Background: an optimization exercise with open tools, aiming at small area. Do not read the settings as production practice.
At most, simulation tests tie the RTL to the original design; equivalence was not proved.
For run 5, only the layout was checked, not whether the RTL still works.
The flow treats the clock pin as an ideal source, which a real chip does not have.
Power figures rest on the tool's default switching activity, not on a simulated workload.

<file path="flow/run.sh">
#!/bin/bash
# Layout flow: the standard flow (standard.sh) with
#  - ports buffered with the smallest buffer
#  - clock tree: one buffer (flow/clkbuf.tcl, run before CTS) drives every register's clock
#    pin; the clock port drives only that buffer, so CTS has nothing left to build
# make's output goes to standard.log, each tool's to its log under orfs/logs.
set -euo pipefail
W=$(pwd)
# ABC scripts: &deepsyn (seeds 1-3) followed by one of three area mappers
n=0
for seed in 1 2 3; do
  for map in 'amap' 'dch
amap' 'dch -f
amap'; do
    n=$((n + 1))
    printf 'strash\n&get -n\n&deepsyn -T 20 -S %s\n&put\n%s\ntopo\n' $seed "$map" > "$W/area$n.abc"
  done
done
cat > "$W/area_synth.tcl" <<EOT
# synth_recipe.tcl, with each ABC run replaced by the best of several area-only runs
proc abc {args} {
  set lib {}
  set i [lsearch -exact \$args -liberty]
  if { \$i >= 0 } { set lib [lindex \$args [expr {\$i + 1}]] }
  set i [lsearch -exact \$args -script]
  yosys design -save my_pre_abc
  set best {}
  foreach s {1 2 3 4 5 6 7 8 9} {
    yosys design -load my_pre_abc
    yosys abc {*}[lreplace \$args \$i [expr {\$i + 1}] -script $W/area\$s.abc]
    yosys tee -q -o $W/abc_area\$s.txt stat -liberty \$lib
    set f [open $W/abc_area\$s.txt]; set t [read \$f]; close \$f
    regexp {Chip area for module[^:]*: *([0-9.]+)} \$t -> a
    puts "ABC run \$s: area \$a"
    if { \$best eq {} || \$a < \$best } { set best \$a; yosys design -save my_best_abc }
  }
  yosys design -load my_best_abc
  puts "ABC best area \$best"
}
source $W/synth_recipe.tcl
EOT
cat > "$W/clkslew.tcl" <<EOT
source \$::env(SCRIPTS_DIR)/load.tcl
load_design 6_final.odb 6_final.sdc
read_spef \$::env(RESULTS_DIR)/6_final.spef
set_propagated_clock [all_clocks]
set mx 0
foreach p [get_pins -hier */CLK] { set s [get_property \$p slew_max]; if { \$s > \$mx } { set mx \$s } }
set f [open $W/clkslew.txt w]; puts \$f \$mx; close \$f
EOT
targets=finish
for cell in buf_6 buf_8 buf_12 clkbuf_16; do
  export FLOW_CLKBUF=sky130_fd_sc_hd__$cell
  bash standard.sh SYNTH_SCRIPT="$W/area_synth.tcl" ADDER_MAP_FILE= \
    "BUFFER_PORTS_ARGS=-buffer_cell sky130_fd_sc_hd__buf_1" \
    "PRE_CTS_TCL=$W/flow/clkbuf.tcl" "CTS_ARGS=-clk_nets CLK" \
    $targets >> "$W/standard.log" 2>&1
  bash standard.sh RUN_SCRIPT="$W/clkslew.tcl" run > "$W/clkslew_$cell.log" 2>&1
  slew=$(cat "$W/clkslew.txt")
  echo "clock buffer $cell: largest clock pin slew $slew ns" >> "$W/standard.log"
  if awk -v s="$slew" 'BEGIN { exit !(s < 0.118) }'; then break; fi
  cp -r "$W/orfs/logs" "$W/logs_$cell"   # keep this try's logs; the next try cleans them
  targets="clean_cts clean_route clean_finish finish"
done
</file>
<file path="flow/clkbuf.tcl">
# Drive all clock sinks from one buffer placed at their centroid; the clock port drives only it.
set cell $::env(FLOW_CLKBUF)
set block [ord::get_db_block]
set db [ord::get_db]
set master [$db findMaster $cell]
set clk [$block findNet CLK]
set sinks [$clk getITerms]
set net [odb::dbNet_create $block clknet_0_CLK]
$net setSigType CLOCK
$clk setSigType CLOCK
set inst [odb::dbInst_create $block $master clkbuf_0_CLK]
set sx 0; set sy 0; set n 0
foreach it $sinks {
  set i [$it getInst]
  set bb [$i getBBox]
  set sx [expr {$sx + ([$bb xMin] + [$bb xMax]) / 2}]
  set sy [expr {$sy + ([$bb yMin] + [$bb yMax]) / 2}]
  incr n
  $it disconnect
  $it connect $net
}
[$inst findITerm A] connect $clk
[$inst findITerm X] connect $net
$inst setLocation [expr {$sx / $n}] [expr {$sy / $n}]
$inst setPlacementStatus PLACED
global_connect
puts "clock buffer $cell drives $n sinks"
</file>
<file path="standard.sh">
#!/bin/bash
# synth_recipe.tcl (not shown) runs the flow's synth.tcl, then flattens the netlist and writes it again
# the make line also repeats each setting of config.mk as NAME=value (left out here)
make -C /OpenROAD-flow-scripts/flow DESIGN_CONFIG=/design/flow/config.mk WORK_HOME=/design/flow/orfs CLKGATE_MAP_FILE= SYNTH_SCRIPT=/design/flow/synth_recipe.tcl "${@:-finish}"
</file>
<file path="config.mk">
export PLATFORM = sky130hd
export DESIGN_NAME = led_driver
export DESIGN_NICKNAME = led_driver
export VERILOG_FILES = /design/flow/design.v
export SDC_FILE = /design/flow/constraint.sdc
export NUM_CORES = 4
export LEC_CHECK = 0
export CAP_MARGIN = 20
export CORE_MARGIN = 2
export CORE_UTILIZATION = 65
export PLACE_DENSITY = 0.85
export SLEW_MARGIN = 20
</file>
<file path="constraint.sdc">
create_clock -name core_clock -period 10.0 [get_ports {CLK}]
set_input_delay 2.0000 -clock core_clock [delete_from_list [all_inputs] [get_ports {CLK}]]
set_output_delay 2.0000 -clock core_clock [all_outputs]
set_load 0.01 [all_outputs]
</file>
<file path="design.v">
module led_driver(
	input CLK,
	input RST,
	output LED_R,
	output LED_G,
	output LED_B,
	output VAL_CLK,
	output PWM_CLK
);
	reg [4:0] ps;
	reg [2:0] lo;
	reg [2:0] hq;
	reg [4:0] hy;
	reg [3:0] g;
	reg [2:0] k;
	reg [4:0] x;
	wire tick = ~ps[3] & ~ps[1] & ~ps[0];
	wire last = hq[2] & hq[0] & lo[2] & lo[1];
	wire fend = tick & last;
	wire hinc = tick & (&lo);
	wire step = fend & g[3] & ~g[2] & g[0];    
	assign PWM_CLK = last;
	assign VAL_CLK = g[3] & ~g[0];               
	always @(posedge CLK) begin
		if (RST) begin
			ps <= 5'd2;
			lo <= 3'd7;
			hq <= 3'd0;
			hy <= 5'd31;
			g <= 4'd15;
			k <= 3'd2;
			x <= 5'd0;
		end else begin
			ps <= tick ? 5'd2 : {ps[3:0], ps[4] ^ ps[1]};
			if (tick)
				lo <= lo + 3'd1;
			if (fend) begin
				hq <= 3'd0;
				hy <= 5'd31;
			end else if (hinc) begin
				if (&hy) begin
					hy <= 5'd1;
					hq <= hq + 3'd1;
				end else
					hy <= hy + 5'd1;
			end
			if (fend)
				g <= (g[3] & g[0] & ~g[2]) ? 4'd0 : g + 4'd1;
			if (step) begin
				if (x[4] & x[3] & x[2] & x[1]) begin
					x <= 5'd0;
					k <= k + 3'd1;
				end else
					x <= x + 5'd1;
			end
		end
	end
	wire ya = hy <= x;         
	wire yb = hy <= ~x;        
	function led;
		input [2:0] m;
		input [2:0] hq;
		input ya, yb;
		reg [2:0] qs;
		begin
			qs = {1'b0, m[1:0] ^ {2{m[2]}}};
			led = hq <= qs + (m[2] ? yb : ya);
		end
	endfunction
	assign LED_R = led(k - 3'd1, hq, ya, yb);
	assign LED_G = led(k, hq, ya, yb);
	assign LED_B = led(k + 3'd1, hq, ya, yb);
endmodule
</file>
==> flow_summary.toml, run 1 <==
[status]
status = "no timing/DRC/antenna violations"

[sta]
setup_ws_ns = 5.85
final_max_slew_viol_count = 0
finalCritPeriodShare_pct = 41.5
worst_pin_slew_ns = 0.723
setup-tns-final_ns = 0
max_slew_margin_pct = 51.4
fmax_mhz = 241
finalWorstPathRequiredPeriod_ns = 4.15
hold_viol = 0
setup_viol = 0
fin_worst_skew_ns = 0.00529
rsz0062_at_grt = "no"

[worst_setup_path]
path_buf_inv = 2
startpoint_type = "flop"
path_class = "flop to output port"
setup.worst_path.end_class = "output port"
r2r-start = "ps[1]$_SDFF_PP1_"
worstPathMaxFanout = 5
crit_arrival_ns = 2.15
path_cells = "clkinv_1 > a222oi_1 > o22ai_1 > or2_0 > and3_1 > nor2_1 > nor2_1 > o22ai_1 > buf_1"
cp_slowest_cell = "dfxtp_1"
cp.required_ns = 8.00
crit_path_max_incr_delay_ns = 0.42
crit_family = "compound AO/OA/AOI/OAI gates"
crit_start = "x[2]$_SDFFE_PP0P_"

[synth]
yosys_register_bits = 28
syn-cell-area_um2 = 1250
yosys_warnings = 1
yosysSeqAreaShare_pct = 44.8
async_reset_ff_share_pct = 0
netlist.area_leader.share_pct = 44.8
synth_area_leader_cell = "dfxtp_1"
yosysUniqueCellTypes = 27
ys.flop_type = "dfxtp_1"
syn_nets = 166
synth_area_leaders = "dfxtp_1 (45%), nor2_1 (8.7%), clkinv_1 (7.5%)"
syn_inst = 164
synth_area_per_cell_um2 = 7.64
synth-edff-count = 0

[finish]
nets = 175
mostFrequentLayoutCells = "nor2_1 (29), dfxtp_1 (28), clkinv_1 (25), o21ai_0 (15), nand2_1 (13)"
diodes = 0
final_common_cell = "nor2_1"
drive_gt1_share_pct = 0.585
design_area_um2 = 1330
syn2layout_area_growth_pct = 5.89

[global_route]
grt_pass1_vias = 948
antenna_found_initial = 0
gr-total-overflow = 0
grt_pass1_wl_um = 3900
grt_max_degree = 29
grt_usage_pct = 22.9

[drt]
drc_errors = 0
antenna_left = 0
wl_per_cell_um = 12.2
wirelength_um = 2390
vias_per_cell = 5.89
vias = 1154
drt_iter0_drc = 46
first_pass_iters = 4

[placed_design]
placed_area_um2 = 1310
gp_congestion = 0.839
io_buffers = 6
post-dp-hpwl_um = 1890
dp_slack_ns = 6.08

[power_and_ir_drop]
switchingPower_uw = 44.8
powerDensity_nw_per_um2 = 140
pwr-share-seq_pct = 66.9
pwr-share-clk_pct = 23.3
leakagePower_nw = 0.479
comb_power_share_pct = 9.8
internal_power_uw = 141
power.total_uw = 186
p_sw_share_pct = 24.1
vdd_drop_max_uv = 124

[cts]
clkTransAtPathRegs_ns = 0.10
cts_hold_buf = 0
postCtsSetupRepairBufs = 0
clkLatencyLatePin_ns = 0.14
cts-resized-gates = 0

[die]
initial_core_util_pct = 71.0
dieArea_um2 = 2290
die_w_um = 47.9
die_y_um = 47.9
floorplan.rows = 15
coreArea_um2 = 1760
pin_count = 7

[worst_hold_path]
hold_class = "flop to flop"
worstHoldStart = "ps[4]$_SDFF_PP0_"

[flow_run]
drv_cap = 0
==> final timing paths <==
kind                                           to  slack, ns  depth (start not counted)
worst max-delay path                        LED_R       5.85                          9
worst max register to register  k[1]$_SDFFE_PP1P_       7.18                         11
worst min register to register   ps[0]$_SDFF_PP0_       0.47                          1
worst min-delay path             ps[0]$_SDFF_PP0_       0.47                          1
==> cell usage after synthesis (2+ instances only) <==
cell       number
a2111oi_0       2
nand2_1        13
a222oi_1        2
nor2_1         29
or2_0           3
o21ai_0        15
nor2b_1         4
o211ai_1        2
a211oi_1        3
a21oi_1         6
dfxtp_1        28
o211a_1         2
o22ai_1         9
and3_1          3
clkinv_1       25
nor3_1          5
a22oi_1         3
==> registers in the layout, indices dropped and copies added (netlist names) <==
signal and count:
x 5, lo 3, hq 3, hy 5, g 4, ps 5, k 3
==> cell families after synthesis <==
group           count (synthesis)  share of synthesized area (%)
compound gates                 49                           25.6
buf+inv                        25                           7.49
simple gates                   62                           22.2
flops                          28                           44.8
==> cell type report <==
cell class                 instances  area, um2
sequential                        28        561
multi-input combinational        111        598
buffer                             1       20.0
tap                               25       31.3
fill                             153        438
inverter                          25       93.8
timing repair buffer               6       22.5
==> per-layer routing <==
layer  global-route usage (%)  wire length (um)  vias to the layer above
li1                         -                 -                      595
met1                     30.4              1130                      534
met2                     42.4              1180                       23
met3                     1.13                66                        2
met4                     1.62                20                        0
met5                        0                 0                        -
==> power groups by stage <==
| stage | logic (mW) | clock network [mW] | registers (mW) |
|---|---|---|---|
| 2_1_floorplan | 0.0140 | 0 | 0.125 |
| 3_3_place_gp | 0.0167 | 0 | 0.126 |
| 3_5_place_dp | 0.0180 | 0 | 0.127 |
| 4_1_cts | 0.0182 | 0.0333 | 0.127 |
| 5_1_grt | 0.0216 | 0.0461 | 0.125 |
| 6_report | 0.0182 | 0.0433 | 0.124 |
==> per-stage QoR <==
step | instances | util (%) | hold WS [ns]
after floorplan | 164 | - | 0.420
after global placement | 195 | 74.0 | 0.434
after detailed placement | 195 | 74.0 | 0.457
after CTS | 196 | 75.2 | 0.457
after global routing | 196 | 75.2 | 0.504
final | 196 | 75.2 | 0.472
==> inputs of run 2 (changes only) <==
==> flow/run.sh (replaced) <==
#!/bin/bash
# Layout flow: the standard flow (standard.sh), with these changes:
#  - ports buffered with the smallest buffer (buf_1)
set -euo pipefail
W=$(pwd)
mkdir -p "$W/abc"
n=0
for seed in 1 2 3 4 5 6; do
  for map in 'amap' 'dch
amap'; do
    n=$((n + 1))
    printf 'strash\n&get -n\n&deepsyn -I 1 -J 200 -S %s\n&put\n%s\ntopo\n' $seed "$map" > "$W/abc/area$n.abc"
  done
done
cat > "$W/area_synth.tcl" <<EOT
# synth_recipe.tcl, with the ABC run replaced by the best of the runs in $W/abc
proc abc {args} {
  set dir $W/abc
  set lib {}
  set i [lsearch -exact \$args -liberty]
  if { \$i >= 0 } { set lib [lindex \$args [expr {\$i + 1}]] }
  set i [lsearch -exact \$args -script]
  yosys write_rtlil \$dir/pre_abc.il
  set runs [lsort -dictionary [glob \$dir/area*.abc]]
  set f [open \$dir/jobs.txt w]
  foreach s \$runs {
    set r [file rootname \$s]
    set y [open \$r.ys w]
    puts \$y "read_rtlil \$dir/pre_abc.il"
    puts \$y "abc [join [lreplace \$args \$i [expr {\$i + 1}] -script \$s] { }]"
    puts \$y "tee -q -o \$r.area stat -liberty \$lib"
    close \$y
    puts \$f "\$::env(YOSYS_EXE) -q -l \$r.log -s \$r.ys"
  }
  close \$f
  exec bash -c "xargs -P 4 -I CMD bash -c CMD < \$dir/jobs.txt > \$dir/jobs.log 2>&1 || true"
  set best {}
  foreach s \$runs {
    set r [file rootname \$s]
    if { [catch { set h [open \$r.area]; set t [read \$h]; close \$h }] } { continue }
    if { ![regexp {Chip area for module[^:]*: *([0-9.]+)} \$t -> a] } { continue }
    puts "ABC candidate [file tail \$s]: area \$a"
    if { \$best eq {} || \$a < \$best } { set best \$a; set bests \$s }
  }
  if { \$best eq {} } { set bests [lindex \$runs 0] }
  puts "ABC best candidate [file tail \$bests]: area \$best"
  yosys abc {*}[lreplace \$args \$i [expr {\$i + 1}] -script \$bests]
}
source $W/synth_recipe.tcl
EOT
cat > "$W/clkslew.tcl" <<EOT
source \$::env(SCRIPTS_DIR)/load.tcl
load_design 6_final.odb 6_final.sdc
read_spef \$::env(RESULTS_DIR)/6_final.spef
set_propagated_clock [all_clocks]
set mx 0
foreach p [get_pins -hier */CLK] { set s [get_property \$p slew_max]; if { \$s > \$mx } { set mx \$s } }
set f [open $W/clkslew.txt w]; puts \$f \$mx; close \$f
EOT
targets=finish
for cell in buf_12 clkbuf_16 buf_16; do
  export FLOW_CLKBUF=sky130_fd_sc_hd__$cell
  bash standard.sh SYNTH_SCRIPT="$W/area_synth.tcl" ADDER_MAP_FILE= \
    "BUFFER_PORTS_ARGS=-buffer_cell sky130_fd_sc_hd__buf_1" \
    "PRE_CTS_TCL=$W/flow/clkbuf.tcl" "CTS_ARGS=-clk_nets CLK" \
    $targets >> "$W/standard.log" 2>&1
  bash standard.sh RUN_SCRIPT="$W/clkslew.tcl" run > "$W/clkslew_$cell.log" 2>&1
  slew=$(cat "$W/clkslew.txt")
  echo "clock buffer $cell: largest clock pin slew $slew ns" >> "$W/standard.log"
  if awk -v s="$slew" 'BEGIN { exit !(s < 0.118) }'; then break; fi
  cp -r "$W/orfs/logs" "$W/logs_$cell"   # keep this try's logs; the next try cleans them
  targets="clean_cts clean_route clean_finish finish"
done
--- a/config.mk
+++ b/config.mk
@@ -7,6 +7,5 @@
 export LEC_CHECK = 0
 export CAP_MARGIN = 20
 export CORE_MARGIN = 2
-export CORE_UTILIZATION = 65
-export PLACE_DENSITY = 0.85
+export CORE_UTILIZATION = 40
 export SLEW_MARGIN = 20
==> flow_summary.toml, run 2 <==
[drt]
drt_iter0_drc = 92
vias_per_cell = 5.61
drc_errors = 0
vias = 1145
wl_per_cell_um = 11.8
wirelength_um = 2410
first_pass_iters = 6
antenna_left = 0

[finish]
reg_top3 = "hy: 5 flops, ps: 5 flops, x: 5 flops"
mostFrequentLayoutCells = "nor2_1 (29), dfxtp_1 (28), clkinv_1 (25), o21ai_0 (15), nand2_1 (13)"
nets = 175
final_common_cell = "nor2_1"
drive_gt1_share_pct = 0.585
diodes = 0
syn2layout_area_growth_pct = 6.69

[placed_design]
post-dp-hpwl_um = 1890
gp_congestion = 0.875
io_buffers = 6
dp_slack_ns = 6.10

[die]
dieArea_um2 = 3590
coreArea_um2 = 3000
pin_count = 7
initial_core_util_pct = 41.7
die_w_um = 60.0
floorplan.rows = 20
die_y_um = 60.0

[global_route]
grt_pass1_vias = 1052
gr-total-overflow = 0
grt_pass1_wl_um = 4400
antenna_found_initial = 0
grt_max_degree = 29
grt_usage_pct = 15.0

[power_and_ir_drop]
pwr-share-clk_pct = 23.7
switchingPower_uw = 45.2
comb_power_share_pct = 9.5
pwr-share-seq_pct = 66.8
power.total_uw = 186
leakagePower_nw = 0.479
p_sw_share_pct = 24.2
vdd_drop_max_uv = 68.1
internal_power_uw = 141
powerDensity_nw_per_um2 = 139

[worst_hold_path]
hold_class = "flop to flop"

[cts]
cts-resized-gates = 0
clkLatencyLatePin_ns = 0.14
clkTransAtPathRegs_ns = 0.11
postCtsSetupRepairBufs = 0
cts_hold_buf = 0

[status]
status = "no timing/DRC/antenna violations"

[worst_setup_path]
setup.worst_path.end_class = "output port"
cp.required_ns = 8.00
path_class = "flop to output port"
startpoint_type = "flop"
worstPathMaxFanout = 5
crit_arrival_ns = 2.13
rrSetupSlack_ns = 7.20

[synth]
yosys_register_bits = 28
synth_area_per_cell_um2 = 7.64
yosysSeqAreaShare_pct = 44.8
yosysUniqueCellTypes = 27
netlist.area_leader.share_pct = 44.8
synth_area_leader_cell = "dfxtp_1"
synth_area_leaders = "dfxtp_1 (45%), nor2_1 (8.7%), clkinv_1 (7.5%)"
syn_nets = 166
yosysMostFrequentCell = "nor2_1"
synth_common_cells = "nor2_1 (29), dfxtp_1 (28), clkinv_1 (25), o21ai_0 (15), nand2_1 (13)"
syn_inst = 164
synth-edff-count = 0
async_reset_ff_share_pct = 0
ys.flop_type = "dfxtp_1"
yosys_warnings = 1
syn-cell-area_um2 = 1250

[sta]
setup_viol = 0
rsz0062_at_grt = "no"
setup-tns-final_ns = 0
max_slew_margin_pct = 50.3
hold_viol = 0
fmax_mhz = 242
worst_pin_slew_ns = 0.740
setup_ws_ns = 5.87
finalWorstPathRequiredPeriod_ns = 4.13
finalCritPeriodShare_pct = 41.3
fin_worst_skew_ns = 0.00173
final_max_slew_viol_count = 0

[flow_run]
drv_cap = 0
run 2: power by group through the flow:
stage                     registers [mW]  clock network [mW]  logic, mW
after floorplan                    0.125                   0     0.0140
after global placement             0.127                   0     0.0172
after detailed placement           0.127                   0     0.0178
after CTS                          0.127              0.0333     0.0179
after global routing               0.126              0.0504     0.0209
final                              0.124              0.0442     0.0178
run 2: worst paths after layout:
path | startpoint | end | cells after the start
worst max-delay path | x[2]$_SDFFE_PP0P_ | LED_R | 9
worst min register to register | ps[4]$_SDFF_PP0_ | ps[0]$_SDFF_PP0_ | 1
worst min-delay path | ps[4]$_SDFF_PP0_ | ps[0]$_SDFF_PP0_ | 1
worst max register to register | ps[1]$_SDFF_PP1_ | k[1]$_SDFFE_PP1P_ | 11
run 2: stage by stage:
step / hold WS (ns) / std cells / utilization, % / area (um2)
6_report: 0.463 / 204 / 44.5 / 1340
5_1_grt: 0.500 / 204 / 44.5 / 1340
4_1_cts: 0.450 / 204 / 44.5 / 1340
3_5_place_dp: 0.451 / 203 / 43.8 / 1320
3_3_place_gp: 0.440 / 203 / 43.8 / 1320
2_1_floorplan: 0.420 / 164 / - / 1250
run 2: cell type report:
cell class / instances / area (um2)
fill: 317 / 1670
multi-input combinational: 111 / 598
sequential: 28 / 561
inverter: 25 / 93.8
tap: 33 / 41.3
timing repair buffer: 6 / 22.5
buffer: 1 / 20.0
run 2: logic make-up after synthesis:
group / share of synthesized area (%)
simple gates: 22.2
flops: 44.8
compound gates: 25.6
buf+inv: 7.49
run 2: critical path, stage by stage, from the launching register on:
cell	delay [ns]
dfxtp_1	0.41
clkinv_1	0.13
a222oi_1	0.35
o22ai_1	0.15
or2_0	0.24
and3_1	0.20
nor2_1	0.12
nor2_1	0.06
o22ai_1	0.15
buf_1	0.17
run 2: per-layer routing:
metal	track usage [%]	wire, um	vias up
met2	27.3	1130	28
met5	0	0	-
met1	20.3	1190	514
met4	0.952	16	0
met3	0.866	83	2
li1	-	-	601
==> inputs of run 3 (changes only) <==
--- a/flow/run.sh
+++ b/flow/run.sh
@@ -5,12 +5,11 @@
 W=$(pwd)
 mkdir -p "$W/abc"
 n=0
-for seed in 1 2 3 4 5 6; do
-  for map in 'amap' 'dch
-amap'; do
-    n=$((n + 1))
-    printf 'strash\n&get -n\n&deepsyn -I 1 -J 200 -S %s\n&put\n%s\ntopo\n' $seed "$map" > "$W/abc/area$n.abc"
-  done
+for seed in $(seq 1 32); do
+  n=$((n + 1))
+  if [ $seed -le 24 ]; then map='dch
+amap'; else map='amap'; fi
+  printf 'strash\n&get -n\n&deepsyn -I 1 -J 200 -S %s\n&put\n%s\ntopo\n' $((seed > 24 ? seed - 24 : seed)) "$map" > "$W/abc/area$n.abc"
 done
 cat > "$W/area_synth.tcl" <<EOT
 # synth_recipe.tcl, with the ABC run replaced by the best of the runs in $W/abc
==> flow_summary.toml, run 3 <==
[synth]
syn_inst = 165
ys.flop_type = "dfxtp_1"
yosys_register_bits = 28
netlist.area_leader.share_pct = 45.3
syn_nets = 167
synth-edff-count = 0
yosysSeqAreaShare_pct = 45.3
async_reset_ff_share_pct = 0
yosysMostFrequentCell = "nor2_1"
syn-cell-area_um2 = 1240
synth_area_leader_cell = "dfxtp_1"
synth_area_leaders = "dfxtp_1 (45%), nor2_1 (10%), clkinv_1 (7.9%)"
yosys_warnings = 1
yosysUniqueCellTypes = 24
synth_common_cells = "nor2_1 (34), dfxtp_1 (28), clkinv_1 (26), o21ai_0 (17), nand2_1 (10)"
synth_area_per_cell_um2 = 7.49

[cts]
cts-resized-gates = 0
cts_hold_buf = 0
clkTransAtPathRegs_ns = 0.11
postCtsSetupRepairBufs = 0
clkLatencyLatePin_ns = 0.14

[placed_design]
gp_congestion = 0.798
dpl.cell_count = 204
post-dp-hpwl_um = 1850
io_buffers = 6
placed_area_um2 = 1300

[worst_hold_path]
worstHoldStart = "ps[3]$_SDFF_PP0_"
hold_class = "flop to flop"
hold_end = "ps[1]$_SDFF_PP1_"
holdPathStages = 1

[power_and_ir_drop]
internal_power_uw = 142
p_sw_share_pct = 24.5
pwr-share-clk_pct = 23.3
powerDensity_nw_per_um2 = 143
vdd_drop_max_uv = 107
switchingPower_uw = 46.2
pwr-share-seq_pct = 65.9
leakagePower_nw = 0.455
comb_power_share_pct = 10.7

[worst_setup_path]
reg2reg_depth = 12
rrSetupSlack_ns = 7.49
reg2reg_to = "hq[2]$_SDFFE_PP0P_"
startpoint_type = "flop"
r2r-start = "ps[1]$_SDFF_PP1_"
cp_slowest_cell = "dfxtp_1"
path_class = "flop to output port"
worstPathMaxFanout = 4
crit_path_max_incr_delay_ns = 0.38
crit_arrival_ns = 1.93
path_cells = "clkinv_1 > o211ai_1 > a22oi_1 > a21oi_1 > a21oi_1 > a21oi_1 > o22ai_1 > o21ai_0 > clkinv_1 > a21oi_1 > buf_1"
setup.worst_path.end_class = "output port"
cp_common_cell = "a21oi_1"
cp.required_ns = 8.00

[drt]
drt_iter0_drc = 60
drc_errors = 0
vias = 1104
first_pass_iters = 4
vias_per_cell = 5.39
wirelength_um = 2320
antenna_left = 0
wl_per_cell_um = 11.3

[die]
die_w_um = 59.6
coreArea_um2 = 3000
dieArea_um2 = 3550
floorplan.rows = 20
initial_core_util_pct = 41.2
pin_count = 7
die_y_um = 59.6

[global_route]
antenna_found_initial = 0
grt_pass1_vias = 991
grt_usage_pct = 13.7
gr-total-overflow = 0
grt_pass1_wl_um = 3960
grt_max_degree = 29

[sta]
setup-tns-final_ns = 0
finalCritPeriodShare_pct = 39.3
worst_pin_slew_ns = 0.431
setup_viol = 0
fin_worst_skew_ns = 0.00865
hold_viol = 0
finalWorstPathRequiredPeriod_ns = 3.93
fmax_mhz = 254
final_max_slew_viol_count = 0
max_slew_margin_pct = 71.1
rsz0062_at_grt = "no"

[finish]
stdcell_count = 205
fillerInstances = 318
final_common_cell = "nor2_1"
diodes = 0
nets = 176
drive_gt1_share_pct = 0.581
syn2layout_area_growth_pct = 6.78
design_area_um2 = 1320
reg_top3 = "hy: 5 flops, ps: 5 flops, x: 5 flops"
mostFrequentLayoutCells = "nor2_1 (34), dfxtp_1 (28), clkinv_1 (26), o21ai_0 (17), nand2_1 (10)"

[flow_run]
drv_cap = 0

[status]
status = "no timing/DRC/antenna violations"
==> run 3: cell types whose count changed in the layout (fill, tap and decap cells not counted), moves of 2 or more <==
cell / before / now
a211oi_1: 3 / 5
a21oi_1: 6 / 9
a222oi_1: 2 / 0
a22oi_1: 3 / 1
nand2_1: 13 / 10
nor2_1: 29 / 34
o211a_1: 2 / 0
o21ai_0: 15 / 17
o221ai_1: 0 / 3
o22ai_1: 9 / 4
or2_0: 3 / 0
==> run 3: metrics by stage <==
| step | setup WS, ns | total power, mW | hold slack, ns | util, % |
|---|---|---|---|---|
| floorplan | 6.45 | 0.141 | 0.420 | - |
| global placement | 6.30 | 0.146 | 0.434 | 43.3 |
| detailed placement | 6.25 | 0.147 | 0.449 | 43.3 |
| CTS | 6.25 | 0.180 | 0.451 | 44.0 |
| global route | 5.87 | 0.200 | 0.482 | 44.0 |
| finish | 6.07 | 0.188 | 0.464 | 44.0 |
==> run 3: cell families (layout without fill, tap and decap cells) <==
group | count (synthesis) | after routing | synth area share [%]
flops | 28 | 28 | 45.3
compound gates | 50 | 50 | 25.4
simple gates | 61 | 61 | 21.4
buf+inv | 26 | 33 | 7.89
==> run 3: layout make-up <==
type                    count  area, um2  area share [%]
multi-input cells         111        578            43.8
flip-flops and latches     28        561            42.5
inverters                  26       97.6            7.39
well taps                  33       41.3            3.13
repair buffers              6       22.5            1.71
plain buffers               1       20.0            1.52
==> run 3: how the worst max path moves through the flow <==
| stage | startpoint | end | slack (ns) | cells after the start |
|---|---|---|---|---|
| 3_3_place_gp | hy[1]$_SDFFE_PP1P_ | LED_B | 6.30 | 11 |
| 6_report | x[1]$_SDFFE_PP0P_ | LED_B | 6.07 | 11 |
| 5_1_grt | x[1]$_SDFFE_PP0P_ | LED_B | 5.87 | 11 |
| 3_5_place_dp | x[1]$_SDFFE_PP0P_ | LED_B | 6.25 | 11 |
| 4_1_cts | x[1]$_SDFFE_PP0P_ | LED_B | 6.25 | 11 |
| 2_1_floorplan | x[1]$_SDFFE_PP0P_ | LED_B | 6.45 | 10 |
==> run 3: worst max-delay path: cells and delay by family (launching register included) <==
kind	cells	cell delay (ns)
compound gates	8	1.03
buf+inv	3	0.38
flops	1	0.38
==> run 3: power groups by stage <==
| stage | clock network, mW | registers [mW] | logic (mW) |
|---|---|---|---|
| floorplan | 0 | 0.125 | 0.0161 |
| global placement | 0 | 0.127 | 0.0193 |
| detailed placement | 0 | 0.127 | 0.0200 |
| CTS | 0.0333 | 0.127 | 0.0202 |
| global route | 0.0510 | 0.125 | 0.0232 |
| finish | 0.0440 | 0.124 | 0.0202 |
==> run 3: metal layers <==
metal	routed length (um)	vias up	GRT usage (%)
met5	0	-	0
met4	16	0	1.59
met3	55	2	0.655
met2	1090	10	23.2
met1	1160	496	19.8
li1	-	596	-
==> inputs of run 4 (changes only) <==
--- a/design.v
+++ b/design.v
@@ -28,7 +28,7 @@
 			hq <= 3'd0;
 			hy <= 5'd31;
 			g <= 4'd15;
-			k <= 3'd2;
+			k <= 3'd0;
 			x <= 5'd0;
 		end else begin
 			ps <= tick ? 5'd2 : {ps[3:0], ps[4] ^ ps[1]};
@@ -64,10 +64,10 @@
 		reg [2:0] qs;
 		begin
 			qs = {1'b0, m[1:0] ^ {2{m[2]}}};
-			led = hq <= qs + (m[2] ? yb : ya);
+			led = (hq <= qs) | ((hq == qs + 3'd1) & (m[2] ? yb : ya));
 		end
 	endfunction
-	assign LED_R = led(k - 3'd1, hq, ya, yb);
-	assign LED_G = led(k, hq, ya, yb);
-	assign LED_B = led(k + 3'd1, hq, ya, yb);
+	assign LED_R = led(k + 3'd1, hq, ya, yb);
+	assign LED_G = led(k + 3'd2, hq, ya, yb);
+	assign LED_B = led(k + 3'd3, hq, ya, yb);
 endmodule
==> flow_summary.toml, run 4 <==
[finish]
final_common_cell = "nor2_1"
mostFrequentLayoutCells = "nor2_1 (31), clkinv_1 (28), dfxtp_1 (28), o21ai_0 (13), nand2_1 (12)"
stdcell_count = 204
drive_gt1_share_pct = 0.585
syn2layout_area_growth_pct = 6.75
design_area_um2 = 1330
nets = 175
diodes = 0
fin_util_pct = 44.1
reg_top3 = "hy: 5 flops, ps: 5 flops, x: 5 flops"

[placed_design]
io_buffers = 6
dp_slack_ns = 6.01
dpl.cell_count = 203
gp_congestion = 0.797
placed_area_um2 = 1310
post-dp-hpwl_um = 1950

[die]
pin_count = 7
initial_core_util_pct = 41.3
floorplan.rows = 20
dieArea_um2 = 3560
die_w_um = 59.7
die_y_um = 59.7
coreArea_um2 = 3000

[synth]
synth_area_per_cell_um2 = 7.57
yosys_warnings = 1
synth_common_cells = "nor2_1 (31), clkinv_1 (28), dfxtp_1 (28), o21ai_0 (13), nand2_1 (12)"
yosysUniqueCellTypes = 23
yosys_register_bits = 28
syn-cell-area_um2 = 1240
async_reset_ff_share_pct = 0
syn_nets = 166
synth_area_leaders = "dfxtp_1 (45%), nor2_1 (9.4%), clkinv_1 (8.5%)"
netlist.area_leader.share_pct = 45.2
synth-edff-count = 0
synth_area_leader_cell = "dfxtp_1"
ys.flop_type = "dfxtp_1"
syn_inst = 164
yosysSeqAreaShare_pct = 45.2
yosysMostFrequentCell = "nor2_1"

[worst_hold_path]
hold_class = "flop to flop"
hold_end = "ps[1]$_SDFF_PP1_"
holdPathStages = 1
worstHoldStart = "ps[0]$_SDFF_PP0_"

[drt]
drt_iter0_drc = 62
vias_per_cell = 5.70
first_pass_iters = 4
antenna_left = 0
vias = 1163
drc_errors = 0
wirelength_um = 2460
wl_per_cell_um = 12.1

[sta]
rsz0062_at_grt = "no"
max_slew_margin_pct = 67.9
setup_ws_ns = 5.80
worst_pin_slew_ns = 0.477
finalCritPeriodShare_pct = 42.0
fin_worst_skew_ns = 0.00207
finalWorstPathRequiredPeriod_ns = 4.20
timing.hold.ws_ns = 0.450
setup_viol = 0
fmax_mhz = 238
setup-tns-final_ns = 0
final_max_slew_viol_count = 0
hold_viol = 0

[global_route]
antenna_found_initial = 0
grt_max_degree = 29
grt_pass1_wl_um = 4310
grt_pass1_vias = 1052
gr-total-overflow = 0
grt_usage_pct = 14.8

[status]
status = "no timing/DRC/antenna violations"

[cts]
clkLatencyLatePin_ns = 0.14
clkTransAtPathRegs_ns = 0.11
cts-resized-gates = 0
postCtsSetupRepairBufs = 0
cts_hold_buf = 0

[power_and_ir_drop]
vdd_drop_max_uv = 108
leakagePower_nw = 0.443
powerDensity_nw_per_um2 = 146
power.total_uw = 193

[worst_setup_path]
rrSetupSlack_ns = 7.32
setup.worst_path.end_class = "output port"
reg2reg_depth = 11
crit_arrival_ns = 2.20
cp.required_ns = 8.00
path_class = "flop to output port"
reg2reg_to = "k[2]$_SDFFE_PP0P_"
startpoint_type = "flop"
r2r-start = "hq[0]$_SDFFE_PP0P_"
worstPathMaxFanout = 4
crit_start = "x[1]$_SDFFE_PP0P_"

[flow_run]
drv_cap = 0
## run 4: how the worst max path moves through the flow
stage | to | slack [ns] | cells past startpoint
2_1_floorplan | LED_R | 6.24 | 9
3_3_place_gp | LED_R | 6.11 | 10
3_5_place_dp | LED_B | 6.01 | 9
4_1_cts | LED_B | 6.01 | 9
5_1_grt | LED_R | 5.57 | 10
6_report | LED_B | 5.80 | 9
## run 4: cells by family after synthesis
logic type      synth area share [%]
simple gates                    22.2
compound gates                  24.2
flops                           45.2
buf+inv                         8.47
## run 4: area by class of cell
cell class	count	area, um2
Tap cell	33	41.3
Multi-Input combinational cell	108	576
Timing Repair Buffer	6	22.5
Buffer	1	20.0
Inverter	28	105
Sequential cell	28	561
Fill cell	321	1680
## run 4: metal layers
layer	up-vias	global-route usage, %	share of wire [%]
met5	-	0	0
met3	4	1.08	4.1
met1	545	19.2	46
li1	591	-	-
met4	0	2.54	0.98
met2	23	27.0	49
## run 4: power by group
part | total [mW] | internal [mW] | switching, mW
Sequential | 0.126 | 0.119 | 0.00683
Combinational | 0.0235 | 0.00892 | 0.0146
Clock | 0.0439 | 0.0163 | 0.0275
Total | 0.193 | 0.144 | 0.0489
## run 4: critical path: stages (launching register included)
cell and delay (ns):
dfxtp_1 0.40, clkinv_1 0.15, o211ai_1 0.23, a222oi_1 0.10
o22ai_1 0.19, o22ai_1 0.14, o21ai_0 0.31, nor2_1 0.10
o32ai_1 0.27, buf_1 0.18
==> inputs of run 5 (changes only) <==
--- a/design.v
+++ b/design.v
@@ -28,7 +28,7 @@
 			hq <= 3'd0;
 			hy <= 5'd31;
 			g <= 4'd15;
-			k <= 3'd0;
+			k <= 3'd2;
 			x <= 5'd0;
 		end else begin
 			ps <= tick ? 5'd2 : {ps[3:0], ps[4] ^ ps[1]};
@@ -40,12 +40,12 @@
 			end else if (hinc) begin
 				if (&hy) begin
 					hy <= 5'd1;
-					hq <= hq + 3'd1;
+					hq <= {hq[2] | (hq[1] & hq[0]), hq[1] ^ hq[0], ~hq[0]};    
 				end else
 					hy <= hy + 5'd1;
 			end
 			if (fend)
-				g <= (g[3] & g[0] & ~g[2]) ? 4'd0 : g + 4'd1;
+				g <= {g[3] ? ~g[0] : &g[2:0], ~g[3] & (g[2] ^ (g[1] & g[0])), ~g[3] & (g[1] ^ g[0]), ~g[0]};
 			if (step) begin
 				if (x[4] & x[3] & x[2] & x[1]) begin
 					x <= 5'd0;
@@ -61,13 +61,13 @@
 		input [2:0] m;
 		input [2:0] hq;
 		input ya, yb;
-		reg [2:0] qs;
+		reg [2:0] t;
 		begin
-			qs = {1'b0, m[1:0] ^ {2{m[2]}}};
-			led = (hq <= qs) | ((hq == qs + 3'd1) & (m[2] ? yb : ya));
+			t = {1'b0, m[1:0] ^ {2{m[2]}}} + (m[2] ? yb : ya);
+			led = hq[2] ? ~hq[0] & t[2] : ({1'b0, hq[1:0]} <= t);
 		end
 	endfunction
-	assign LED_R = led(k + 3'd1, hq, ya, yb);
-	assign LED_G = led(k + 3'd2, hq, ya, yb);
-	assign LED_B = led(k + 3'd3, hq, ya, yb);
+	assign LED_R = led(k - 3'd1, hq, ya, yb);
+	assign LED_G = led(k, hq, ya, yb);
+	assign LED_B = led(k + 3'd1, hq, ya, yb);
 endmodule
==> flow_summary.toml, run 5 <==
[cts]
cts-resized-gates = 0
cts_hold_buf = 0
clkTransAtPathRegs_ns = 0.11
postCtsSetupRepairBufs = 0
clkLatencyLatePin_ns = 0.14

[drt]
wl_per_cell_um = 12.2
vias = 1124
vias_per_cell = 5.59
wirelength_um = 2460
antenna_left = 0
first_pass_iters = 4
drc_errors = 0
drt_iter0_drc = 81

[synth]
netlist.area_leader.share_pct = 45.4
synth_common_cells = "nor2_1 (34), dfxtp_1 (28), clkinv_1 (24), o21ai_0 (16), nand2_1 (12)"
synth_area_per_cell_um2 = 7.67
yosysSeqAreaShare_pct = 45.4
syn_inst = 161
syn-cell-area_um2 = 1230
yosys_warnings = 1
ys.flop_type = "dfxtp_1"
synth_area_leaders = "dfxtp_1 (45%), nor2_1 (10%), clkinv_1 (7.3%)"
yosysUniqueCellTypes = 24
yosysMostFrequentCell = "nor2_1"
synth_area_leader_cell = "dfxtp_1"
async_reset_ff_share_pct = 0
synth-edff-count = 0
syn_nets = 163
yosys_register_bits = 28

[sta]
finalWorstPathRequiredPeriod_ns = 3.85
hold_viol = 0
max_slew_margin_pct = 70.8
final_max_slew_viol_count = 0
rsz0062_at_grt = "no"
fmax_mhz = 260
fin_worst_skew_ns = 0.00146
worst_pin_slew_ns = 0.433
setup-tns-final_ns = 0
finalCritPeriodShare_pct = 38.5
setup_viol = 0

[finish]
mostFrequentLayoutCells = "nor2_1 (34), dfxtp_1 (28), clkinv_1 (24), o21ai_0 (16), nand2_1 (12)"
syn2layout_area_growth_pct = 6.79
nets = 172
fillerInstances = 331
diodes = 0
design_area_um2 = 1320
final_common_cell = "nor2_1"
reg_top3 = "hy: 5 flops, ps: 5 flops, x: 5 flops"
stdcell_count = 201
multi_input_area_um2 = 584
drive_gt1_share_pct = 0.595
register_area_um2 = 561

[die]
dieArea_um2 = 3550
pin_count = 7
die_y_um = 59.6
initial_core_util_pct = 41.1
coreArea_um2 = 3000
die_w_um = 59.6
floorplan.rows = 20

[worst_setup_path]
crit_arrival_ns = 1.85
worstPathMaxFanout = 5
reg2reg_depth = 10
startpoint_type = "flop"
setup.worst_path.end_class = "output port"
path_class = "flop to output port"
cp.required_ns = 8.00

[placed_design]
gp_congestion = 0.820
io_buffers = 6
placed_area_um2 = 1300
post-dp-hpwl_um = 1940
dpl.cell_count = 200

[power_and_ir_drop]
switchingPower_uw = 47.9
leakagePower_nw = 0.435
p_sw_share_pct = 25.1
vdd_drop_max_uv = 95.6
powerDensity_nw_per_um2 = 145
pwr-share-seq_pct = 65.0
comb_power_share_pct = 11.8
internal_power_uw = 143
pwr-share-clk_pct = 23.2

[global_route]
grt_max_degree = 29
grt_usage_pct = 14.7
grt_pass1_wl_um = 4210
antenna_found_initial = 0
grt_pass1_vias = 977
gr-total-overflow = 0

[worst_hold_path]
holdPathStages = 1
hold_class = "flop to flop"

[status]
status = "no timing/DRC/antenna violations"

[flow_run]
drv_cap = 0
-- run 5: cells by family (layout without fill, tap and decap cells) --
kind of cell	after synthesis	after routing	share of synthesized area [%]
compound gates	46	46	25.5
buf+inv	24	31	7.30
simple gates	63	63	21.8
flops	28	28	45.4
-- run 5: power by group through the flow --
stage	combinational (mW)	sequential (mW)	clock [mW]
2_1_floorplan	0.0177	0.125	0
3_3_place_gp	0.0217	0.126	0
3_5_place_dp	0.0225	0.127	0
4_1_cts	0.0227	0.127	0.0333
5_1_grt	0.0262	0.125	0.0494
6_report	0.0226	0.124	0.0442
-- run 5: final cells by class --
type                       count  area share [%]
multi-input combinational    109            44.3
sequential                    28            42.5
inverter                      24            6.83
tap                           33            3.13
timing repair buffer           6            1.71
buffer                         1            1.52
-- run 5: critical path, stage by stage, from the launching register on --
cell and delay [ns]:
dfxtp_1 0.41, clkinv_1 0.16, o221ai_1 0.28, o21ai_0 0.16, nor2_1 0.12, o22ai_1 0.09, nor2_1 0.14, a32oi_1 0.06
o21ai_0 0.10, buf_1 0.17
-- run 5: final timing paths --
check                                   startpoint                 to  slack (ns)
worst max-delay path             k[2]$_SDFFE_PP0P_              LED_G        6.15
worst min-delay path              ps[3]$_SDFF_PP0_   ps[1]$_SDFF_PP1_        0.48
worst max register to register  hq[0]$_SDFFE_PP0P_  k[2]$_SDFFE_PP0P_        7.35
worst min register to register    ps[3]$_SDFF_PP0_   ps[1]$_SDFF_PP1_        0.48
-- run 5: per-layer routing --
metal	track usage [%]	vias to the layer above	part of all wire, %	routed length [um]
li1	-	590	-	-
met1	18.9	509	46	1140
met2	28.3	23	49	1220
met3	0.655	2	3.4	83
met4	0.952	0	0.65	16
met5	0	-	0	0
-- run 5: per-stage QoR --
stage                     setup WS [ns]  util (%)  total power, mW  hold slack [ns]
final                              6.15      43.9            0.191            0.479
after detailed placement           6.34      43.3            0.149            0.460
after CTS                          6.34      43.9            0.183            0.462
after global routing               5.91      43.9            0.201            0.502
after floorplan                    6.59         -            0.143            0.420
after global placement             6.48      43.3            0.148            0.437
==> inputs of run 6 (changes only) <==
--- a/design.v
+++ b/design.v
@@ -15,7 +15,7 @@
 	reg [2:0] k;
 	reg [4:0] x;
 	wire tick = ~ps[3] & ~ps[1] & ~ps[0];
-	wire last = hq[2] & hq[0] & lo[2] & lo[1];
+	wire last = hq[2] & lo[2] & lo[1];
 	wire fend = tick & last;
 	wire hinc = tick & (&lo);
 	wire step = fend & g[3] & ~g[2] & g[0];    
@@ -26,7 +26,7 @@
 			ps <= 5'd2;
 			lo <= 3'd7;
 			hq <= 3'd0;
-			hy <= 5'd31;
+			hy <= 5'd0;
 			g <= 4'd15;
 			k <= 3'd2;
 			x <= 5'd0;
@@ -36,11 +36,11 @@
 				lo <= lo + 3'd1;
 			if (fend) begin
 				hq <= 3'd0;
-				hy <= 5'd31;
+				hy <= 5'd0;
 			end else if (hinc) begin
 				if (&hy) begin
 					hy <= 5'd1;
-					hq <= {hq[2] | (hq[1] & hq[0]), hq[1] ^ hq[0], ~hq[0]};    
+					hq <= {hq[1] & hq[0], hq[1] ^ hq[0], ~hq[0]};    
 				end else
 					hy <= hy + 5'd1;
 			end
@@ -64,7 +64,7 @@
 		reg [2:0] t;
 		begin
 			t = {1'b0, m[1:0] ^ {2{m[2]}}} + (m[2] ? yb : ya);
-			led = hq[2] ? ~hq[0] & t[2] : ({1'b0, hq[1:0]} <= t);
+			led = ~hq[2] & ({1'b0, hq[1:0]} < t);
 		end
 	endfunction
 	assign LED_R = led(k - 3'd1, hq, ya, yb);
==> flow/run.sh (replaced) <==
#!/bin/bash
# Layout flow: the standard flow (standard.sh), with these changes:
#  - ports buffered with the smallest buffer (buf_1)
set -euo pipefail
W=$(pwd)
NSEED=64
A="$W/abc"
mkdir -p "$A"
MAPS=('strash
dch
amap' 'strash
amap' 'strash
dch -f
amap' 'strash
dch
amap
topo
mfs3 -a' '&get -n
&dch -f
&nf -p -R 1000 -F 10 -A 10 -a
&put')
for seed in $(seq 1 $NSEED); do
  printf 'strash\n&get -n\n&deepsyn -I 1 -J 100 -S %s\n&put\nwrite_blif %s\n' $seed "$A/ds$seed.blif" > "$A/s${seed}_m1.abc"
  printf '%s\ntopo\n' "${MAPS[0]}" >> "$A/s${seed}_m1.abc"
  for m in 2 3 4 5; do
    printf 'read_blif %s\n%s\ntopo\n' "$A/ds$seed.blif" "${MAPS[$((m - 1))]}" > "$A/s${seed}_m$m.abc"
  done
done
cat > "$W/area_synth.tcl" <<EOT
# synth_recipe.tcl, with the ABC run replaced by the best of the candidates in $A
proc abc {args} {
  set dir $A
  set lib {}
  set i [lsearch -exact \$args -liberty]
  if { \$i >= 0 } { set lib [lindex \$args [expr {\$i + 1}]] }
  set i [lsearch -exact \$args -script]
  yosys write_rtlil \$dir/pre_abc.il
  set f [open \$dir/jobs.txt w]
  for { set s 1 } { \$s <= $NSEED } { incr s } {
    set y [open \$dir/s\$s.ys w]
    foreach m {1 2 3 4 5} {
      if { \$m > 1 } { puts \$y "design -reset" }
      puts \$y "read_rtlil \$dir/pre_abc.il"
      puts \$y "abc [join [lreplace \$args \$i [expr {\$i + 1}] -script \$dir/s\${s}_m\$m.abc] { }]"
      puts \$y "tee -q -o \$dir/s\${s}_m\$m.area stat -liberty \$lib"
    }
    close \$y
    puts \$f "\$::env(YOSYS_EXE) -q -l \$dir/s\$s.log -s \$dir/s\$s.ys"
  }
  close \$f
  exec bash -c "xargs -P $NUM_CORES -I CMD bash -c CMD < \$dir/jobs.txt > \$dir/jobs.log 2>&1 || true"
  set best {}
  foreach a [lsort -dictionary [glob -nocomplain \$dir/s*_m*.area]] {
    if { [catch { set h [open \$a]; set t [read \$h]; close \$h }] } { continue }
    if { ![regexp {Chip area for module[^:]*: *([0-9.]+)} \$t -> v] } { continue }
    puts "ABC candidate [file tail \$a]: area \$v"
    if { \$best eq {} || \$v < \$best } { set best \$v; set bests [file rootname \$a].abc }
  }
  if { \$best eq {} } {
    puts "ABC: no candidate finished, using the first script"
    set bests \$dir/s1_m1.abc
  }
  puts "ABC best candidate [file tail \$bests]: area \$best"
  # a mapper-only script reads its seed's &deepsyn result; make sure it is there
  regexp {s([0-9]+)_m} [file tail \$bests] -> bs
  if { ![file exists \$dir/ds\$bs.blif] } { set bests \$dir/s\${bs}_m1.abc }
  yosys abc {*}[lreplace \$args \$i [expr {\$i + 1}] -script \$bests]
}
source $W/synth_recipe.tcl
EOT
cat > "$W/clkslew.tcl" <<EOT
source \$::env(SCRIPTS_DIR)/load.tcl
load_design 6_final.odb 6_final.sdc
read_spef \$::env(RESULTS_DIR)/6_final.spef
set_propagated_clock [all_clocks]
set mx 0
foreach p [get_pins -hier */CLK] { set s [get_property \$p slew_max]; if { \$s > \$mx } { set mx \$s } }
set f [open $W/clkslew.txt w]; puts \$f \$mx; close \$f
EOT
targets=finish
for cell in buf_12 clkbuf_16 buf_16; do
  export FLOW_CLKBUF=sky130_fd_sc_hd__$cell
  bash standard.sh SYNTH_SCRIPT="$W/area_synth.tcl" ADDER_MAP_FILE= \
    "BUFFER_PORTS_ARGS=-buffer_cell sky130_fd_sc_hd__buf_1" \
    "PRE_CTS_TCL=$W/flow/clkbuf.tcl" "CTS_ARGS=-clk_nets CLK" \
    $targets >> "$W/standard.log" 2>&1
  bash standard.sh RUN_SCRIPT="$W/clkslew.tcl" run > "$W/clkslew_$cell.log" 2>&1
  slew=$(cat "$W/clkslew.txt")
  echo "clock buffer $cell: largest clock pin slew $slew ns" >> "$W/standard.log"
  if awk -v s="$slew" 'BEGIN { exit !(s < 0.118) }'; then break; fi
  cp -r "$W/orfs/logs" "$W/logs_$cell"   # keep this try's logs; the next try cleans them
  targets="clean_cts clean_route clean_finish finish"
done
==> flow_summary.toml, run 6 <==
[sta]
rsz0062_at_grt = "no"
finalCritPeriodShare_pct = 42.2
setup-tns-final_ns = 0
worst_pin_slew_ns = 0.495
fmax_mhz = 237
final_max_slew_viol_count = 0
max_slew_margin_pct = 66.7
setup_viol = 0
hold_viol = 0
fin_worst_skew_ns = 0.00186
finalWorstPathRequiredPeriod_ns = 4.22

[synth]
post_synth_xor_area_fraction_pct = 0
yosys_register_bits = 28
netlist.area_leader.share_pct = 47.2
synth_adder_area_share_pct = 0
yosysMostFrequentCell = "dfxtp_1"
synth-edff-count = 0
yosys.area_share.simple_pct = 23.1
syn_nets = 151
ys.flop_type = "dfxtp_1"
synth_area_leader_cell = "dfxtp_1"
async_reset_ff_share_pct = 0
syn_inst = 149
synth_compound_area_share_pct = 24.4
yosysUniqueCellTypes = 26
synthMuxAreaShare_pct = 0
yosys_warnings = 1
synth_top_family_by_area = "compound AO/OA/AOI/OAI gates"
synth_area_per_cell_um2 = 7.98
synth_area_leaders = "dfxtp_1 (47%), nor2_1 (7.6%), nand2_1 (6.6%)"
synth_common_cells = "dfxtp_1 (28), nor2_1 (24), nand2_1 (21), clkinv_1 (17), o21ai_0 (10)"
syn-cell-area_um2 = 1190
yosysSeqAreaShare_pct = 47.2

[drt]
vias_per_cell = 5.47
wl_per_cell_um = 11.6
drt_iter0_drc = 44
first_pass_iters = 4
drc_errors = 0
antenna_left = 0
wirelength_um = 2170
vias = 1022

[global_route]
grt_pass1_wl_um = 3780
grt_usage_pct = 13.3
gr-total-overflow = 0
antenna_found_initial = 0
grt_max_degree = 29
grt_pass1_vias = 893

[die]
pin_count = 7
coreArea_um2 = 2780
die_w_um = 58.5
floorplan.rows = 19
initial_core_util_pct = 42.7
die_y_um = 58.5
dieArea_um2 = 3420

[cts]
cts_hold_buf = 0
cts-resized-gates = 0
clkLatencyLatePin_ns = 0.14
postCtsSetupRepairBufs = 0
clkTransAtPathRegs_ns = 0.11

[flow_run]
drv_cap = 0

[worst_setup_path]
cp.required_ns = 8.00
path_class = "flop to output port"
startpoint_type = "flop"
crit_path_max_incr_delay_ns = 0.40
setup.worst_path.end_class = "output port"
rrSetupSlack_ns = 7.46
crit_start = "x[2]$_SDFFE_PP0P_"
cp_common_cell = "o221ai_1"
cp_slowest_cell = "dfxtp_1"
worstPathMaxFanout = 5
path_cells = "clkinv_1 > o221ai_1 > nand3_1 > o221ai_1 > o21ai_0 > a22o_1 > or2_0 > a22oi_1 > o221a_1 > buf_1"
crit_arrival_ns = 2.22
r2r-start = "ps[1]$_SDFF_PP1_"

[finish]
nets = 160
final_common_cell = "dfxtp_1"
fin_util_pct = 45.7
diodes = 0
syn2layout_area_growth_pct = 6.84
drive_gt1_share_pct = 0.641
mostFrequentLayoutCells = "dfxtp_1 (28), nor2_1 (24), nand2_1 (21), clkinv_1 (17), o21ai_0 (10)"
reg_top3 = "hy: 5 flops, ps: 5 flops, x: 5 flops"

[power_and_ir_drop]
internal_power_uw = 137
leakagePower_nw = 0.410
pwr-share-seq_pct = 68.0
vdd_drop_max_uv = 75.1
pwr-share-clk_pct = 25.2
switchingPower_uw = 37.6
p_sw_share_pct = 21.6
powerDensity_nw_per_um2 = 137
comb_power_share_pct = 6.9

[worst_hold_path]
hold_class = "flop to flop"
worstHoldStart = "ps[4]$_SDFF_PP0_"

[placed_design]
gp_congestion = 0.776
io_buffers = 6
post-dp-hpwl_um = 1700

[status]
status = "no timing/DRC/antenna violations"
-- run 6: final timing paths --
check,to,cells past startpoint
worst min-delay path,ps[0]$_SDFF_PP0_,1
worst max register to register,k[2]$_SDFFE_PP0P_,8
worst max-delay path,LED_R,10
worst min register to register,ps[0]$_SDFF_PP0_,1
-- run 6: cell families (layout without fill, tap and decap cells) --
kind of cell | after synthesis | in the layout
buffers and inverters | 17 | 24
AND/OR/NAND/NOR | 63 | 63
AO/OA/AOI/OAI | 41 | 41
flip-flops | 28 | 28
-- run 6: power by group through the flow --
| stage | Combinational (mW) | Sequential (mW) | Clock, mW |
|---|---|---|---|
| global placement | 0.0117 | 0.121 | 0 |
| finish | 0.0120 | 0.119 | 0.0439 |
| CTS | 0.0122 | 0.121 | 0.0333 |
| detailed placement | 0.0121 | 0.121 | 0 |
| global route | 0.0139 | 0.119 | 0.0487 |
| floorplan | 0.00947 | 0.120 | 0 |
-- run 6: critical path, delay by kind of cell, from the launching register on --
| family | cells | cell delay [ns] |
|---|---|---|
| flops | 1 | 0.40 |
| buf+inv | 2 | 0.27 |
| simple gates | 2 | 0.31 |
| compound gates | 6 | 1.10 |
-- run 6: through the flow --
step / cell area (um2) / setup WS (ns) / hold WS, ns / power, mW / std cells
floorplan: 1190 / 6.21 / 0.420 / 0.130 / 149
global placement: 1250 / 6.04 / 0.440 / 0.133 / 186
detailed placement: 1250 / 5.95 / 0.452 / 0.133 / 186
CTS: 1270 / 5.94 / 0.451 / 0.167 / 187
global route: 1270 / 5.48 / 0.490 / 0.182 / 187
finish: 1270 / 5.78 / 0.461 / 0.175 / 187
-- run 6: area by class of cell --
cell class              instances  area (um2)
inverters                      17        63.8
multi-input cells             104         564
flip-flops and latches         28         561
plain buffers                   1        20.0
fillers                       283        1510
repair buffers                  6        22.5
well taps                      31        38.8
-- run 6: per-layer routing --
metal	track usage (%)	wire (um)	up-vias	part of all wire [%]
li1	-	-	549	-
met1	17.9	1030	457	48
met2	24.2	1050	14	48
met3	0.879	68	2	3.1
met4	0.997	17	0	0.79
met5	0	0	-	0
==> inputs of run 7 (changes only) <==
--- a/config.mk
+++ b/config.mk
@@ -6,6 +6,6 @@
 export NUM_CORES = 4
 export LEC_CHECK = 0
 export CAP_MARGIN = 20
-export CORE_MARGIN = 2
-export CORE_UTILIZATION = 40
+export CORE_AREA = 2 2 62 62
+export DIE_AREA = 0 0 64 64
 export SLEW_MARGIN = 20
==> flow_summary.toml, run 7 <==
[sta]
setup_ws_ns = 5.69
setup-tns-final_ns = 0
timing.hold.ws_ns = 0.458
max_slew_margin_pct = 64.9
final_max_slew_viol_count = 0
rsz0062_at_grt = "no"
setup_viol = 0
worst_pin_slew_ns = 0.523
fmax_mhz = 232
fin_worst_skew_ns = 0.00370
finalWorstPathRequiredPeriod_ns = 4.31
finalCritPeriodShare_pct = 43.1
hold_viol = 0

[finish]
nets = 160
mostFrequentLayoutCells = "dfxtp_1 (28), nor2_1 (24), nand2_1 (21), clkinv_1 (17), o21ai_0 (10)"
fillerInstances = 346
syn2layout_area_growth_pct = 8.42
final_common_cell = "dfxtp_1"
diodes = 0
reg_top3 = "hy: 5 flops, ps: 5 flops, x: 5 flops"
drive_gt1_share_pct = 0.641
stdcell_count = 202

[synth]
yosysMostFrequentCell = "dfxtp_1"
synth_area_per_cell_um2 = 7.98
synth_area_leaders = "dfxtp_1 (47%), nor2_1 (7.6%), nand2_1 (6.6%)"
synth_common_cells = "dfxtp_1 (28), nor2_1 (24), nand2_1 (21), clkinv_1 (17), o21ai_0 (10)"
ys.flop_type = "dfxtp_1"
yosys_warnings = 1
yosysUniqueCellTypes = 26
synth_area_leader_cell = "dfxtp_1"
syn_nets = 151
yosysSeqAreaShare_pct = 47.2
yosys_register_bits = 28
syn_inst = 149
netlist.area_leader.share_pct = 47.2
async_reset_ff_share_pct = 0
syn-cell-area_um2 = 1190
synth-edff-count = 0

[flow_run]
drv_cap = 0

[drt]
wirelength_um = 2360
antenna_left = 0
drt_iter0_drc = 18
vias = 1037
drc_errors = 0
wl_per_cell_um = 11.7
vias_per_cell = 5.13
first_pass_iters = 4

[cts]
clkTransAtPathRegs_ns = 0.10
clkLatencyLatePin_ns = 0.14
postCtsSetupRepairBufs = 0
cts-resized-gates = 0
cts_hold_buf = 0

[status]
status = "no timing/DRC/antenna violations"

[die]
pin_count = 7
dieArea_um2 = 4100
floorplan.rows = 21
initial_core_util_pct = 35.1
die_w_um = 64
die_y_um = 64
coreArea_um2 = 3390

[worst_setup_path]
startpoint_type = "flop"
path_class = "flop to output port"
crit_arrival_ns = 2.31
cp.required_ns = 8.00
setup.worst_path.end_class = "output port"
worstPathMaxFanout = 5

[placed_design]
dpl.cell_count = 201
gp_congestion = 0.736
post-dp-hpwl_um = 1840
dp_slack_ns = 5.91
io_buffers = 6

[global_route]
grt_max_degree = 29
antenna_found_initial = 0
gr-total-overflow = 0
grt_pass1_wl_um = 3750
grt_pass1_vias = 916
grt_usage_pct = 11.0

[power_and_ir_drop]
vdd_drop_max_uv = 78.3
powerDensity_nw_per_um2 = 135
leakagePower_nw = 0.410

[worst_hold_path]
hold_class = "flop to flop"
[run 7: cell counts after synthesis]
No cell type changed its count.
[run 7: through the flow]
stage	util [%]	power [mW]	area, um2
2_1_floorplan	-	0.130	1190
3_3_place_gp	37.4	0.132	1270
3_5_place_dp	37.4	0.134	1270
4_1_cts	38.0	0.167	1290
5_1_grt	38.0	0.183	1290
6_report	38.0	0.174	1290
[run 7: cells by family after synthesis]
kind of cell / Yosys count / synth area share (%)
simple gates: 63 / 23.1
buf+inv: 17 / 5.37
compound gates: 41 / 24.4
flops: 28 / 47.2
[run 7: layout make-up]
class,count,area [um2],share of cell area [%]
tap,46,57.6,4.47
multi-input combinational,104,564,43.8
inverter,17,63.8,4.95
timing repair buffer,6,22.5,1.75
sequential,28,561,43.5
buffer,1,20.0,1.55
[run 7: where the power goes]
group / internal (mW) / switching (mW)
Clock: 0.0163 / 0.0272
Combinational: 0.00507 / 0.00742
Sequential: 0.116 / 0.00280
[run 7: path summary, 6_finish.rpt]
path	start	endpoint	slack (ns)	depth (start not counted)
max	x[2]$_SDFFE_PP0P_	LED_B	5.69	10
min	ps[3]$_SDFF_PP0_	ps[1]$_SDFF_PP1_	0.46	1
max reg2reg	ps[1]$_SDFF_PP1_	k[2]$_SDFFE_PP0P_	7.40	8
min reg2reg	ps[3]$_SDFF_PP0_	ps[1]$_SDFF_PP1_	0.46	1
[run 7: critical path: stages (launching register included)]
cell and delay (ns):
dfxtp_1 0.42, clkinv_1 0.12, o221ai_1 0.21, nand3_1 0.10, o221ai_1 0.08, o21ai_0 0.15, a22o_1 0.23, or2_0 0.23
a22oi_1 0.26, o221a_1 0.22, buf_1 0.15
[run 7: layer usage]
| metal | GRT usage, % | wire length, um | share of wire (%) |
|---|---|---|---|
| met1 | 13.3 | 1110 | 47 |
| met2 | 20.6 | 1100 | 46 |
| met3 | 0.704 | 82 | 3.5 |
| met4 | 3.26 | 72 | 3.0 |
| met5 | 0 | 0 | 0 |
==> inputs of run 8 (changes only) <==
--- a/flow/run.sh
+++ b/flow/run.sh
@@ -3,7 +3,7 @@
 #  - ports buffered with the smallest buffer (buf_1)
 set -euo pipefail
 W=$(pwd)
-NSEED=64
+SEEDS="$(seq 1 32) 159 280"
 A="$W/abc"
 mkdir -p "$A"
 MAPS=('strash
@@ -19,7 +19,7 @@
 &dch -f
 &nf -p -R 1000 -F 10 -A 10 -a
 &put')
-for seed in $(seq 1 $NSEED); do
+for seed in $SEEDS; do
   printf 'strash\n&get -n\n&deepsyn -I 1 -J 100 -S %s\n&put\nwrite_blif %s\n' $seed "$A/ds$seed.blif" > "$A/s${seed}_m1.abc"
   printf '%s\ntopo\n' "${MAPS[0]}" >> "$A/s${seed}_m1.abc"
   for m in 2 3 4 5; do
@@ -36,7 +36,7 @@
   set i [lsearch -exact \$args -script]
   yosys write_rtlil \$dir/pre_abc.il
   set f [open \$dir/jobs.txt w]
-  for { set s 1 } { \$s <= $NSEED } { incr s } {
+  foreach s {$SEEDS} {
     set y [open \$dir/s\$s.ys w]
     foreach m {1 2 3 4 5} {
       if { \$m > 1 } { puts \$y "design -reset" }
==> flow_summary.toml, run 8 <==
[status]
status = "no timing/DRC/antenna violations"

[sta]
setup_viol = 0
max_slew_margin_pct = 63.1
fin_worst_skew_ns = 0.00595
rsz0062_at_grt = "no"
finalCritPeriodShare_pct = 40.7
setup-tns-final_ns = 0
finalWorstPathRequiredPeriod_ns = 4.07
fmax_mhz = 246
hold_viol = 0
setup_ws_ns = 5.93
final_max_slew_viol_count = 0
worst_pin_slew_ns = 0.549

[worst_setup_path]
path_buf_inv = 2
cp_slowest_cell = "dfxtp_1"
startpoint_type = "flop"
crit_arrival_ns = 2.07
worstPathMaxFanout = 5
crit_family = "compound AO/OA/AOI/OAI gates"
path_cells = "clkinv_1 > o211ai_1 > a222oi_1 > o22ai_1 > o22ai_1 > nor2_1 > a21oi_1 > a31oi_1 > nand2_1 > a31oi_1 > buf_1"
setup.worst_path.end_class = "output port"
cp.required_ns = 8.00
crit_path_max_incr_delay_ns = 0.37
path_class = "flop to output port"

[cts]
cts_hold_buf = 0
clkLatencyLatePin_ns = 0.14
postCtsSetupRepairBufs = 0
clkTransAtPathRegs_ns = 0.10
cts-resized-gates = 0

[power_and_ir_drop]
leakagePower_nw = 0.419
powerDensity_nw_per_um2 = 135
vdd_drop_max_uv = 61.6
power.total_uw = 173

[die]
pin_count = 7
coreArea_um2 = 3390
die_y_um = 64
die_w_um = 64
floorplan.rows = 21
dieArea_um2 = 4100
initial_core_util_pct = 34.9

[drt]
wl_per_cell_um = 11.7
first_pass_iters = 4
wirelength_um = 2360
drc_errors = 0
drt_iter0_drc = 61
vias = 1044
vias_per_cell = 5.17
antenna_left = 0

[finish]
diodes = 0
nets = 160
reg_top3 = "hy: 5 flops, ps: 5 flops, x: 5 flops"
drive_gt1_share_pct = 0.641
mostFrequentLayoutCells = "nor2_1 (28), dfxtp_1 (28), clkinv_1 (20), nand2_1 (13), o21ai_0 (11)"
syn2layout_area_growth_pct = 8.46

[synth]
syn-cell-area_um2 = 1180
yosysSeqAreaShare_pct = 47.4
yosys_register_bits = 28
ys.flop_type = "dfxtp_1"
syn_nets = 151
yosys_warnings = 1
synth_common_cells = "dfxtp_1 (28), nor2_1 (28), clkinv_1 (20), nand2_1 (13), o21ai_0 (11)"
synth_area_per_cell_um2 = 7.94
synth-edff-count = 0
synth_area_leader_cell = "dfxtp_1"
netlist.area_leader.share_pct = 47.4
yosysUniqueCellTypes = 25
async_reset_ff_share_pct = 0
syn_inst = 149
synth_area_leaders = "dfxtp_1 (47%), nor2_1 (8.9%), clkinv_1 (6.3%)"

[placed_design]
dp_slack_ns = 6.12
gp_congestion = 0.783
post-dp-hpwl_um = 1860
io_buffers = 6

[flow_run]
drv_cap = 0

[global_route]
grt_pass1_vias = 949
grt_max_degree = 29
grt_pass1_wl_um = 3970
antenna_found_initial = 0
grt_usage_pct = 11.5
gr-total-overflow = 0

[worst_hold_path]
hold_class = "flop to flop"
==> run 8: stage by stage <==
| stage | instance area (um2) | std cells | hold WS (ns) | utilization [%] |
|---|---|---|---|---|
| 2_1_floorplan | 1180 | 149 | 0.420 | - |
| 3_3_place_gp | 1260 | 201 | 0.436 | 37.3 |
| 3_5_place_dp | 1260 | 201 | 0.453 | 37.3 |
| 4_1_cts | 1280 | 202 | 0.453 | 37.9 |
| 5_1_grt | 1280 | 202 | 0.475 | 37.9 |
| 6_report | 1280 | 202 | 0.464 | 37.9 |
==> run 8: worst reg2reg max path: stages (launching register included) <==
cell	delay, ns
dfxtp_1	0.36
nor3_1	0.49
and2_0	0.26
and3_1	0.23
nand2_1	0.09
clkinv_1	0.07
nand2_1	0.08
nor2_1	0.22
nand2_1	0.10
nor2_1	0.20
nand2_1	0.12
nor2_1	0.14
nor2_1	0.05
nor2_1	0.08
==> run 8: layer usage <==
| metal | wire length [um] | GRT usage, % | share of wire [%] |
|---|---|---|---|
| met1 | 1140 | 14.9 | 49 |
| met2 | 1130 | 21.6 | 48 |
| met3 | 60 | 0.528 | 2.5 |
| met4 | 18 | 0.815 | 0.76 |
| met5 | 0 | 0 | 0 |
==> run 8: power breakdown <==
part           switching, mW  internal, mW  total, mW
combinational        0.00666       0.00454     0.0112
sequential           0.00294         0.116      0.119
clock                 0.0269        0.0163     0.0432
total                 0.0365         0.136      0.173
==> run 8: cells by family after synthesis <==
family,synth area share [%]
AOI/OAI and AO/OA,26.3
and+or+nand+nor,20.0
DFF,47.4
buffers and inverters,6.34
==> run 8: layout make-up <==
cell class                 instances  area [um2]
fill                             356        2110
sequential                        28         561
timing repair buffer               6        22.5
tap                               46        57.6
buffer                             1        20.0
multi-input combinational        101         548
inverter                          20        75.1
==> run 8: path summary, 6_finish.rpt <==
kind,start,cells after the start,slack [ns],to
worst min-delay path,ps[2]$_SDFF_PP0_,1,0.46,ps[3]$_SDFF_PP0_
worst min register to register,ps[2]$_SDFF_PP0_,1,0.46,ps[3]$_SDFF_PP0_
worst max-delay path,x[1]$_SDFFE_PP0P_,11,5.93,LED_B
worst max register to register,ps[1]$_SDFF_PP1_,13,7.46,hq[2]$_SDFFE_PP0P_

-- port drivers added, routing unchanged --
The flow's constraints put no driver on any port. The routed layouts listed below were extracted and timed again, unchanged, in two steps. Step 1: set_driving_cell puts a clkbuf_16 on CLK and a buf_2 on each other input, an assumption about the parent block. Step 2, shift: input delay + t, output delay - t, t = (earliest + latest rising clock arrival at the registers) / 2. This alone moves slack from input paths to output paths. a / b / c = no drivers / after step 1 / after step 2; a / b = the first two.
| run | shift t [ns] | setup slack, ns |
|---|---|---|
| run 1 | 0.162 | 5.854 / 5.827 / 5.988 |
| run 2 | 0.169 | 5.868 / 5.836 / 6.005 |
| run 3 | 0.167 | 6.068 / 6.039 / 6.205 |
| run 4 | 0.165 | 5.796 / 5.766 / 5.931 |
| run 5 | 0.166 | 6.154 / 6.125 / 6.291 |
| run 6 | 0.167 | 5.778 / 5.748 / 5.915 |
| run 7 | 0.171 | 5.691 / 5.655 / 5.827 |
| run 8 | 0.167 | 5.933 / 5.902 / 6.069 |
After both steps setup and hold are still met in every run listed.
